From an optimization exercise on the open Yosys and OpenROAD flow, aimed at small area; shortcuts taken in it are not production practice.
The RTL was checked by simulation tests, not by an equivalence proof against the original design.
Power figures rest on the tool's default switching activity, not on a simulated workload.

==> inputs of run a <==
==> flow/design.v <==
module ram_memory
#(
    parameter BUS_WIDTH = 32,
    parameter ADDR_BASE = 0,
    parameter MEM_SIZE = 64
)
(
    input clk,
    input nreset,
    input write_en,
    input [BUS_WIDTH - 1 : 0]addr_write,
    input [BUS_WIDTH - 1 : 0]data_write,
    input [BUS_WIDTH - 1 : 0]addr_read,
    output [BUS_WIDTH - 1 : 0]data_read,
    output ready
);
reg ready_buffer;
reg phase;
reg [MEM_SIZE - 1 : 0]valid;
wire [BUS_WIDTH - 1 : 0]addr_write_internal = addr_write - ADDR_BASE;
wire [BUS_WIDTH - 1 : 0]addr_read_internal = addr_read - ADDR_BASE;
wire read_in_range = addr_read_internal < MEM_SIZE;
wire write_in_range = addr_write_internal < MEM_SIZE;
wire write_ok = write_en & read_in_range & write_in_range;
wire [BUS_WIDTH - 1 : 0]data_write_coded = data_write ^ {BUS_WIDTH{~phase}};
assign ready = ready_buffer;
always @(posedge clk or negedge nreset)
begin
    if(!nreset)
    begin
        ready_buffer <= 1'b0;
        phase <= 1'b0;
    end
    else
    begin
        ready_buffer <= 1'b1;
        phase <= ~phase;
    end
end
wire [MEM_SIZE - 1 : 0]read_select;
wire [BUS_WIDTH - 1 : 0]word_data[MEM_SIZE - 1 : 0];
genvar w;
generate
for(w = 0; w < MEM_SIZE; w = w + 1)
begin : word
    wire write_word = write_ok & (addr_write_internal == w);
    reg [BUS_WIDTH - 1 : 0]data;
    always @(posedge clk or negedge nreset)
    begin
        if(!nreset)
            valid[w] <= 1'b0;
        else if(write_word)
            valid[w] <= 1'b1;
    end
    always @(posedge clk)
    begin
        if(write_word)
            data <= data_write_coded;
        else
            data <= ~data;
    end
    assign read_select[w] = (addr_read_internal == w);
    assign word_data[w] = data & {BUS_WIDTH{read_select[w]}};
end
endgenerate
reg [BUS_WIDTH - 1 : 0]read_coded;
integer index;
always @(*)
begin
    read_coded = 'd0;
    for(index = 0; index < MEM_SIZE; index = index + 1)
        read_coded = read_coded | word_data[index];
end
wire read_valid = read_in_range & valid[addr_read_internal[5:0]];
assign data_read = (read_coded ^ {BUS_WIDTH{phase}}) & {BUS_WIDTH{read_valid}};
endmodule
==> flow/flow/run.sh <==
#!/bin/bash
# Own layout flow: the standard synthesis, then the logic between its registers
# replaced by a hand-mapped netlist (flow/gen_netlist.py, same registers, same
# names and cell types), then the standard layout steps on that netlist.
set -euo pipefail
cd "$(dirname "$0")/.."
R=orfs/results/${FLOW_PLATFORM}/ram_memory/base

bash standard.sh synth > synth_std.log 2>&1

cp $R/1_2_yosys.v std_synth.v
python3 flow/gen_netlist.py hand_netlist.v std_synth.v > gen_netlist.log 2>&1
cp hand_netlist.v $R/1_2_yosys.v
rm -f $R/1_synth.odb $R/1_synth.sdc

export CTS_ARGS="-sink_clustering_enable -repair_clock_nets -dont_use_dummy_load -buf_list {sky130_fd_sc_hd__clkbuf_8} -sink_clustering_size 16 -sink_clustering_max_diameter 60"
export BUFFER_PORTS_ARGS="-buffer_cell sky130_fd_sc_hd__buf_1"
bash standard.sh > layout.log 2>&1
==> flow/flow/gen_netlist.py <==
#!/usr/bin/env python3
"""Write the gate-level netlist of ram_memory (rtl/ram_memory.v) in sky130hd cells.

The registers are the ones the standard synthesis makes from the RTL, with the
same instance names and cell types; only the logic between them is mapped here
by hand:

  data flip-flop (word w, bit j):  D = o22ai(Q, we[w], dc[j], hold[w])
                                     = ~(we[w] ? dc[j] : Q)
      with dc[j] = data_write[j] ^ phase, hold[w] = ~we[w]
  read: per bit, a222oi/nand2 over the 64 words (one-hot select of the
        addressed word, only when in range and valid), a nand4/nand2, nor3,
        nand2 tree, then data_read = raw ^ (phase & any word selected)

usage: gen_netlist.py OUT.v [STANDARD_SYNTH.v]
With the standard synthesis netlist, checks that it holds exactly the same
registers (instance name and cell type) and fails otherwise.
"""
import re
import sys

W = 32        # BUS_WIDTH
N = 64        # MEM_SIZE
AB = 6        # address bits used inside the array
P = "sky130_fd_sc_hd__"


class Net:
    def __init__(self):
        self.lines = []
        self.wires = []
        self.k = 0
        self.regs = {}

    def wire(self, name=None):
        if name is None:
            name = f"n{self.k}"
            self.k += 1
        self.wires.append(name)
        return name

    def cell(self, typ, inst, **pins):
        conn = ", ".join(f".{p}({v})" for p, v in pins.items())
        self.lines.append(f"  {P}{typ} {inst} ({conn});")

    def g(self, typ, out_pin="Y", name=None, **pins):
        o = self.wire(name)
        self.cell(typ, f"g{self.k}_{len(self.lines)}", **pins, **{out_pin: o})
        return o

    def reg(self, typ, inst, **pins):
        self.regs[inst] = typ
        self.cell(typ, esc(inst), **pins)


def esc(name):
    return "\\" + name + " "


def zero_test(net, bits):
    """1 when every bit in bits is 0."""
    z = []
    for i in range(0, len(bits), 4):
        grp = bits[i:i + 4]
        if len(grp) == 4:
            z.append(net.g("nor4_1", A=grp[0], B=grp[1], C=grp[2], D=grp[3]))
        elif len(grp) == 3:
            z.append(net.g("nor3_1", A=grp[0], B=grp[1], C=grp[2]))
        elif len(grp) == 2:
            z.append(net.g("nor2_1", A=grp[0], B=grp[1]))
        else:
            z.append(net.g("inv_1", A=grp[0]))
    return and_all(net, z)


def and_all(net, sig):
    """AND of sig (active high), through alternating nand4 and nor3 levels."""
    while True:
        if len(sig) == 1:
            return sig[0]
        low = []
        for i in range(0, len(sig), 4):
            grp = sig[i:i + 4]
            typ = {4: "nand4_1", 3: "nand3_1", 2: "nand2_1", 1: "inv_1"}[len(grp)]
            pins = dict(zip("ABCD", grp)) if len(grp) > 1 else {"A": grp[0]}
            low.append(net.g(typ, **pins))
        if len(low) == 1:
            return net.g("inv_1", A=low[0])
        sig = []
        for i in range(0, len(low), 3):
            grp = low[i:i + 3]
            typ = {3: "nor3_1", 2: "nor2_1", 1: "inv_1"}[len(grp)]
            pins = dict(zip("ABC", grp)) if len(grp) > 1 else {"A": grp[0]}
            sig.append(net.g(typ, **pins))


def or_tree_low(net, terms, sizes=(4, 2, 4, 2, 4)):
    """OR of the functions whose complements are terms (active low), active high.
    Alternating nand and nor levels, sizes[k] inputs per gate at level k."""
    sig = terms
    low = True   # sig holds active-low values
    k = 0
    while len(sig) > 1 or low:
        step = sizes[k]
        k += 1
        nxt = []
        for i in range(0, len(sig), step):
            grp = sig[i:i + step]
            if low:
                typ = {4: "nand4_1", 3: "nand3_1", 2: "nand2_1", 1: "inv_1"}[len(grp)]
            else:
                typ = {4: "nor4_1", 3: "nor3_1", 2: "nor2_1", 1: "inv_1"}[len(grp)]
            pins = dict(zip("ABCD", grp)) if len(grp) > 1 else {"A": grp[0]}
            nxt.append(net.g(typ, **pins))
        sig = nxt
        low = not low
    return sig[0]


def or_tree_high(net, sig):
    """OR of sig (active high), through alternating nor4 and nand3 levels."""
    while True:
        low = []
        for i in range(0, len(sig), 4):
            grp = sig[i:i + 4]
            typ = {4: "nor4_1", 3: "nor3_1", 2: "nor2_1", 1: "inv_1"}[len(grp)]
            pins = dict(zip("ABCD", grp)) if len(grp) > 1 else {"A": grp[0]}
            low.append(net.g(typ, **pins))
        if len(low) == 1:
            return net.g("inv_1", A=low[0])
        sig = []
        for i in range(0, len(low), 4):
            grp = low[i:i + 4]
            typ = {4: "nand4_1", 3: "nand3_1", 2: "nand2_1", 1: "inv_1"}[len(grp)]
            pins = dict(zip("ABCD", grp)) if len(grp) > 1 else {"A": grp[0]}
            sig.append(net.g(typ, **pins))
        if len(sig) == 1:
            return sig[0]


def mux_terms(net, sel, val):
    """Active-low terms whose AND is ~OR(sel[i] & val[i])."""
    terms = []
    n = len(sel)
    i = 0
    while i < n:
        k = min(3, n - i)
        if k == 3:
            terms.append(net.g("a222oi_1", A1=sel[i], A2=val[i], B1=sel[i + 1], B2=val[i + 1],
                               C1=sel[i + 2], C2=val[i + 2]))
        elif k == 2:
            terms.append(net.g("a22oi_1", A1=sel[i], A2=val[i], B1=sel[i + 1], B2=val[i + 1]))
        else:
            terms.append(net.g("nand2_1", A=sel[i], B=val[i]))
        i += k
    return terms


def predecode(net, bits, extra=None):
    """8 one-hot lines from 3 address bits (and extra, if given)."""
    inv = [net.g("inv_1", A=b) for b in bits]
    out = []
    for v in range(8):
        lits = [bits[t] if (v >> t) & 1 else inv[t] for t in range(3)]
        if extra is None:
            out.append(net.g("and3_1", out_pin="X", A=lits[0], B=lits[1], C=lits[2]))
        else:
            out.append(net.g("and4_1", out_pin="X", A=lits[0], B=lits[1], C=lits[2], D=extra))
    return out


def build():
    net = Net()
    aw = [f"addr_write[{i}]" for i in range(W)]
    ar = [f"addr_read[{i}]" for i in range(W)]
    dw = [f"data_write[{i}]" for i in range(W)]
    dr = [f"data_read[{i}]" for i in range(W)]

    # ready and phase
    one = net.wire()
    net.cell("conb_1", "tie_hi", HI=one)
    net.reg("dfrtp_1", "ready_buffer$_DFF_PN0_", CLK="clk", D=one, Q="ready", RESET_B="nreset")
    phase = net.wire("phase")
    phase_d = net.g("inv_1", A=phase)
    net.reg("dfrtp_1", "phase$_DFF_PN0_", CLK="clk", D=phase_d, Q=phase, RESET_B="nreset")
    phase_w = net.g("buf_4", out_pin="X", A=phase)

    # address range
    rd_in = zero_test(net, ar[AB:])
    wr_in = zero_test(net, aw[AB:])
    write_ok = net.g("and3_1", out_pin="X", A="write_en", B=rd_in, C=wr_in)

    # write decode: we[w] = write_ok & (addr_write[5:0] == w)
    wlo = predecode(net, aw[0:3], extra=write_ok)
    whi = predecode(net, aw[3:6])
    we, hold = [], []
    for w in range(N):
        e = net.g("and2_2", out_pin="X", A=wlo[w % 8], B=whi[w // 8])
        we.append(e)
        hold.append(net.g("inv_2", A=e))

    # written data in the next cycle's encoding, inverted by the o22ai
    dc = []
    for j in range(W):
        x = net.g("xor2_1", out_pin="X", A=dw[j], B=phase_w)
        dc.append(net.g("buf_4", out_pin="X", A=x))

    # registers
    q = [[None] * W for _ in range(N)]
    valid = []
    for w in range(N):
        v = net.wire(esc(f"valid[{w}]"))
        vd = net.g("or2_1", out_pin="X", A=v, B=we[w])
        net.reg("dfrtp_1", f"valid[{w}]$_DFFE_PN0P_", CLK="clk", D=vd, Q=v, RESET_B="nreset")
        valid.append(v)
        for j in range(W):
            qq = net.wire(esc(f"word[{w}].data[{j}]"))
            d = net.g("o22ai_1", A1=qq, A2=we[w], B1=dc[j], B2=hold[w])
            net.reg("dfxtp_1", f"word[{w}].data[{j}]$_DFF_P_", CLK="clk", D=d, Q=qq)
            q[w][j] = qq

    # read decode: one-hot select of addr_read[5:0], only in range and only
    # for a word written since reset
    rlo = predecode(net, ar[0:3])
    rhi = predecode(net, ar[3:6], extra=rd_in)
    sel = [net.g("and3_2", out_pin="X", A=rlo[w % 8], B=rhi[w // 8], C=valid[w])
           for w in range(N)]

    # phase, where a word is selected (else the read is 0)
    any_sel = or_tree_high(net, sel)
    phase_g = net.g("and2_1", out_pin="X", A=phase, B=any_sel)
    phase_o = net.g("buf_4", out_pin="X", A=phase_g)

    for j in range(W):
        raw = or_tree_low(net, mux_terms(net, sel, [q[w][j] for w in range(N)]))
        net.cell("xor2_1", f"out_{j}", A=raw, B=phase_o, X=dr[j])

    return net


HEADER = """module ram_memory(clk, nreset, write_en, addr_write, data_write, addr_read, data_read, ready);
  input clk;
  input nreset;
  input write_en;
  input [31:0] addr_write;
  input [31:0] data_write;
  input [31:0] addr_read;
  output [31:0] data_read;
  output ready;
"""

REG = re.compile(r"^\s*(sky130_fd_sc_hd__\w+)\s+(\\\S+|\w+)\s*\(", re.M)


def std_regs(path):
    regs = {}
    for typ, inst in REG.findall(open(path).read()):
        short = typ[len(P):]
        if short.startswith(("df", "edf", "sdf", "dl")):
            regs[inst.lstrip("\\")] = short
    return regs


def main():
    net = build()
    if len(sys.argv) > 2:
        ref = std_regs(sys.argv[2])
        if ref != net.regs:
            miss = sorted(set(ref.items()) ^ set(net.regs.items()))[:10]
            sys.exit(f"registers differ from the standard synthesis: {miss}")
    with open(sys.argv[1], "w") as f:
        f.write(HEADER)
        for wname in net.wires:
            f.write(f"  wire {wname};\n")
        f.write("\n".join(net.lines))
        f.write("\nendmodule\n")


if __name__ == "__main__":
    main()
==> flow/standard.sh <==
#!/bin/bash
# synth_recipe.tcl (not shown) runs the flow's synth.tcl, then flattens the netlist and writes it again
# the make line also repeats each setting of config.mk as NAME=value (left out here)
make -C /OpenROAD-flow-scripts/flow DESIGN_CONFIG=/design/flow/config.mk WORK_HOME=/design/flow/orfs CLKGATE_MAP_FILE= SYNTH_SCRIPT=/design/flow/synth_recipe.tcl "${@:-finish}"
==> flow/config.mk <==
export PLATFORM = sky130hd
export DESIGN_NAME = ram_memory
export DESIGN_NICKNAME = ram_memory
export VERILOG_FILES = /design/flow/design.v
export SDC_FILE = /design/flow/constraint.sdc
export NUM_CORES = 8
export LEC_CHECK = 0
export CAP_MARGIN = 20
export CORE_MARGIN = 2
export CORE_UTILIZATION = 55
export GPL_TIMING_DRIVEN = 0
export PLACE_DENSITY = 0.65
export SETUP_SLACK_MARGIN = 0.1
export SLEW_MARGIN = 20
==> flow/constraint.sdc <==
create_clock -name core_clock -period 8.0 [get_ports {clk}]
set_input_delay 1.6000 -clock core_clock [delete_from_list [all_inputs] [get_ports {clk}]]
set_output_delay 1.6000 -clock core_clock [all_outputs]
set_load 0.01 [all_outputs]
==> inputs of run b, as changes to run a <==
--- a/flow/flow/run.sh
+++ b/flow/flow/run.sh
@@ -15,3 +15,3 @@
 
-export CTS_ARGS="-sink_clustering_enable -repair_clock_nets -dont_use_dummy_load -buf_list {sky130_fd_sc_hd__clkbuf_8} -sink_clustering_size 16 -sink_clustering_max_diameter 60"
+export CTS_ARGS="-sink_clustering_enable -repair_clock_nets -dont_use_dummy_load -buf_list {sky130_fd_sc_hd__buf_4} -sink_clustering_size 12 -sink_clustering_max_diameter 40"
 export BUFFER_PORTS_ARGS="-buffer_cell sky130_fd_sc_hd__buf_1"
Settings changed: CORE_UTILIZATION 55 to 75, PLACE_DENSITY 0.65 to 0.85.
==> run notes <==
status=no timing/DRC/antenna violations; die height=353 µm; period utilisation layout=0.955; Pwr Total=15800 µW; core box area=120000 µm²; fin nets=6017; FF-to-FF setup slack=5.53 ns; Fill cells=10300; hold_sp=word[9].data[11]; multi-input logic area=23800 µm²; wire per inst=32.8 µm; Iter 0 DRT Violations=10400
(the above is from run a)
==> run notes <==
Iter 0 DRT Violations=14900; skew final=0.0556 ns; Fill cells=5751; period utilisation layout=0.957; FF-to-FF setup slack=5.37 ns; crit path to=data_read[10]; core box area=88400 µm²; wire per inst=33.1 µm; fin nets=6068; status=no timing/DRC/antenna violations; multi-input logic area=23700 µm²; Pwr Total=15300 µW
(the above is from run b)

---

==> inputs of exp/lagoon <==
RTL: the design.v shown in full above, as it stands there.
Settings: LEC_CHECK=0, CAP_MARGIN=20, CORE_MARGIN=2, CORE_UTILIZATION=75, GPL_TIMING_DRIVEN=0, PLACE_DENSITY=0.85, SETUP_SLACK_MARGIN=0.1, SLEW_MARGIN=20; clock period 8.0 ns.
standard.sh (not shown) runs the stock make flow with config.mk's settings and CLKGATE_MAP_FILE= SYNTH_SCRIPT=/design/flow/synth_recipe.tcl, a recipe that flattens the netlist after the stock synthesis.
==> flow/flow/run.sh <==
#!/bin/bash
# Own layout flow: the standard synthesis, then the logic between its registers
# replaced by a hand-mapped netlist (flow/gen_netlist.py, same registers, same
# names and cell types), then the standard layout steps on that netlist.
set -euo pipefail
cd "$(dirname "$0")/.."
R=orfs/results/${FLOW_PLATFORM}/ram_memory/base

bash standard.sh synth > synth_std.log 2>&1

cp $R/1_2_yosys.v std_synth.v
python3 flow/gen_netlist.py hand_netlist.v std_synth.v > gen_netlist.log 2>&1
cp hand_netlist.v $R/1_2_yosys.v
rm -f $R/1_synth.odb $R/1_synth.sdc

export CTS_ARGS="-sink_clustering_enable -repair_clock_nets -dont_use_dummy_load -buf_list {sky130_fd_sc_hd__clkbuf_8} -sink_clustering_size 18 -sink_clustering_max_diameter 60"
export BUFFER_PORTS_ARGS="-buffer_cell sky130_fd_sc_hd__buf_1"
bash standard.sh > layout.log 2>&1
Other scripts of this flow, unchanged in this note and not shown: flow/flow/gen_netlist.py
==> exp/onyx: changes against exp/lagoon <==
--- a/flow/flow/run.sh
+++ b/flow/flow/run.sh
@@ -14,5 +14,5 @@
 rm -f $R/1_synth.odb $R/1_synth.sdc
 
-export CTS_ARGS="-sink_clustering_enable -repair_clock_nets -dont_use_dummy_load -buf_list {sky130_fd_sc_hd__clkbuf_8} -sink_clustering_size 18 -sink_clustering_max_diameter 60"
+export CTS_ARGS="-sink_clustering_enable -repair_clock_nets -dont_use_dummy_load -buf_list {sky130_fd_sc_hd__clkbuf_8} -sink_clustering_size 16 -sink_clustering_max_diameter 60"
 export BUFFER_PORTS_ARGS="-buffer_cell sky130_fd_sc_hd__buf_1"
 bash standard.sh > layout.log 2>&1
Settings changed: CORE_UTILIZATION 75 to 55, PLACE_DENSITY 0.85 to 0.65, SETUP_SLACK_MARGIN 0.1 to 0.3.
==> run notes <==
| metric | exp/onyx | exp/lagoon |
|---|---|---|
| Final worst hold slack | 0.460 ns | 0.462 ns |
| Post-placement cell count | 7375 | 6928 |
| Pre-Repair DR Iteration Count | 10 | 17 |
| Pwr/cell area | 221 nW/um^2 | 220 nW/um^2 |
| Final setup slack of the worst path | 0.695 ns | 0.384 ns |
| Diode count | 14 | 9 |
| Via count of the first global-routing pass | 54200 | 55000 |
| Fill cell count | 10300 | 5633 |
| Sequential cell area share | 59.5% | 60.2% |
| Cell Rows | 127 | 109 |
| Part of the total power dissipated in the clock network | 31.4% | 30.1% |
| Die Span X | 353 um | 303 um |
| Total length of routed met2 wires | 106000 um | 97400 um |
| Core Footprint | 120000 um^2 | 88400 um^2 |
| Clock network latency to the later pin of the worst-skew pair | 0.94 ns | 0.89 ns |
| Finished layout cell area | 71700 um^2 | 70800 um^2 |
| Initial core utilization | 55.6% | 75.7% |
| Minimum clock period | 7.30 ns | 7.62 ns |
| Routability-driven placement congestion ratio | 0.865 | 0.962 |
| Worst min-delay path endpoint | word[9].data[11] | word[47].data[3] |
| Combinational cell power | 341 uW | 348 uW |
| Run status | no timing/DRC/antenna violations | no timing/DRC/antenna violations |
| Global routing usage on met1 | 50.5% | 64.1% |
| Die span in y | 353 um | 303 um |
| Headroom to the max-slew limit | 16.3% | 24.4% |

## re-timing with driven ports
The results above use ideal ports. As a check the final layouts listed here were re-extracted and re-timed, cells and wires unchanged. Step 1 (the two cells are an assumption about what drives the block):
set clk [get_ports {clk}]
set_driving_cell -lib_cell sky130_fd_sc_hd__clkbuf_16 $clk
set_driving_cell -lib_cell sky130_fd_sc_hd__buf_2 [delete_from_list [all_inputs] $clk]
Step 2 times the ports against the registers' clock, not the clock port: input delays grow and output delays shrink by t, the midpoint of the rising clock arrivals with the driver on. Slacks: no drivers / after step 1 / after step 2; pairs: no drivers / after step 1.
| run | t (ns) | slack for setup (ns) | worst hold slack (ns) | clock arrival spread, ns |
|---|---|---|---|---|
| run a | 0.993 | 0.360 / 0.163 / 0.163 | 0.460 / 0.460 / 0.460 | 0.077 / 0.078 |
| run b | 1.114 | 0.341 / 0.320 / 0.320 | 0.431 / 0.459 / 0.459 | 0.062 / 0.062 |
| exp/lagoon | 0.941 | 0.384 / 0.350 / 0.350 | 0.462 / 0.462 / 0.462 | 0.053 / 0.054 |
| exp/onyx | 0.990 | 0.695 / 0.501 / 0.501 | 0.460 / 0.460 / 0.460 | 0.079 / 0.079 |
After both steps setup and hold are still met in every run listed. For run a, which loses most, drivers alone change the setup slack by -0.197 ns; drivers and shift together by -0.197 ns.
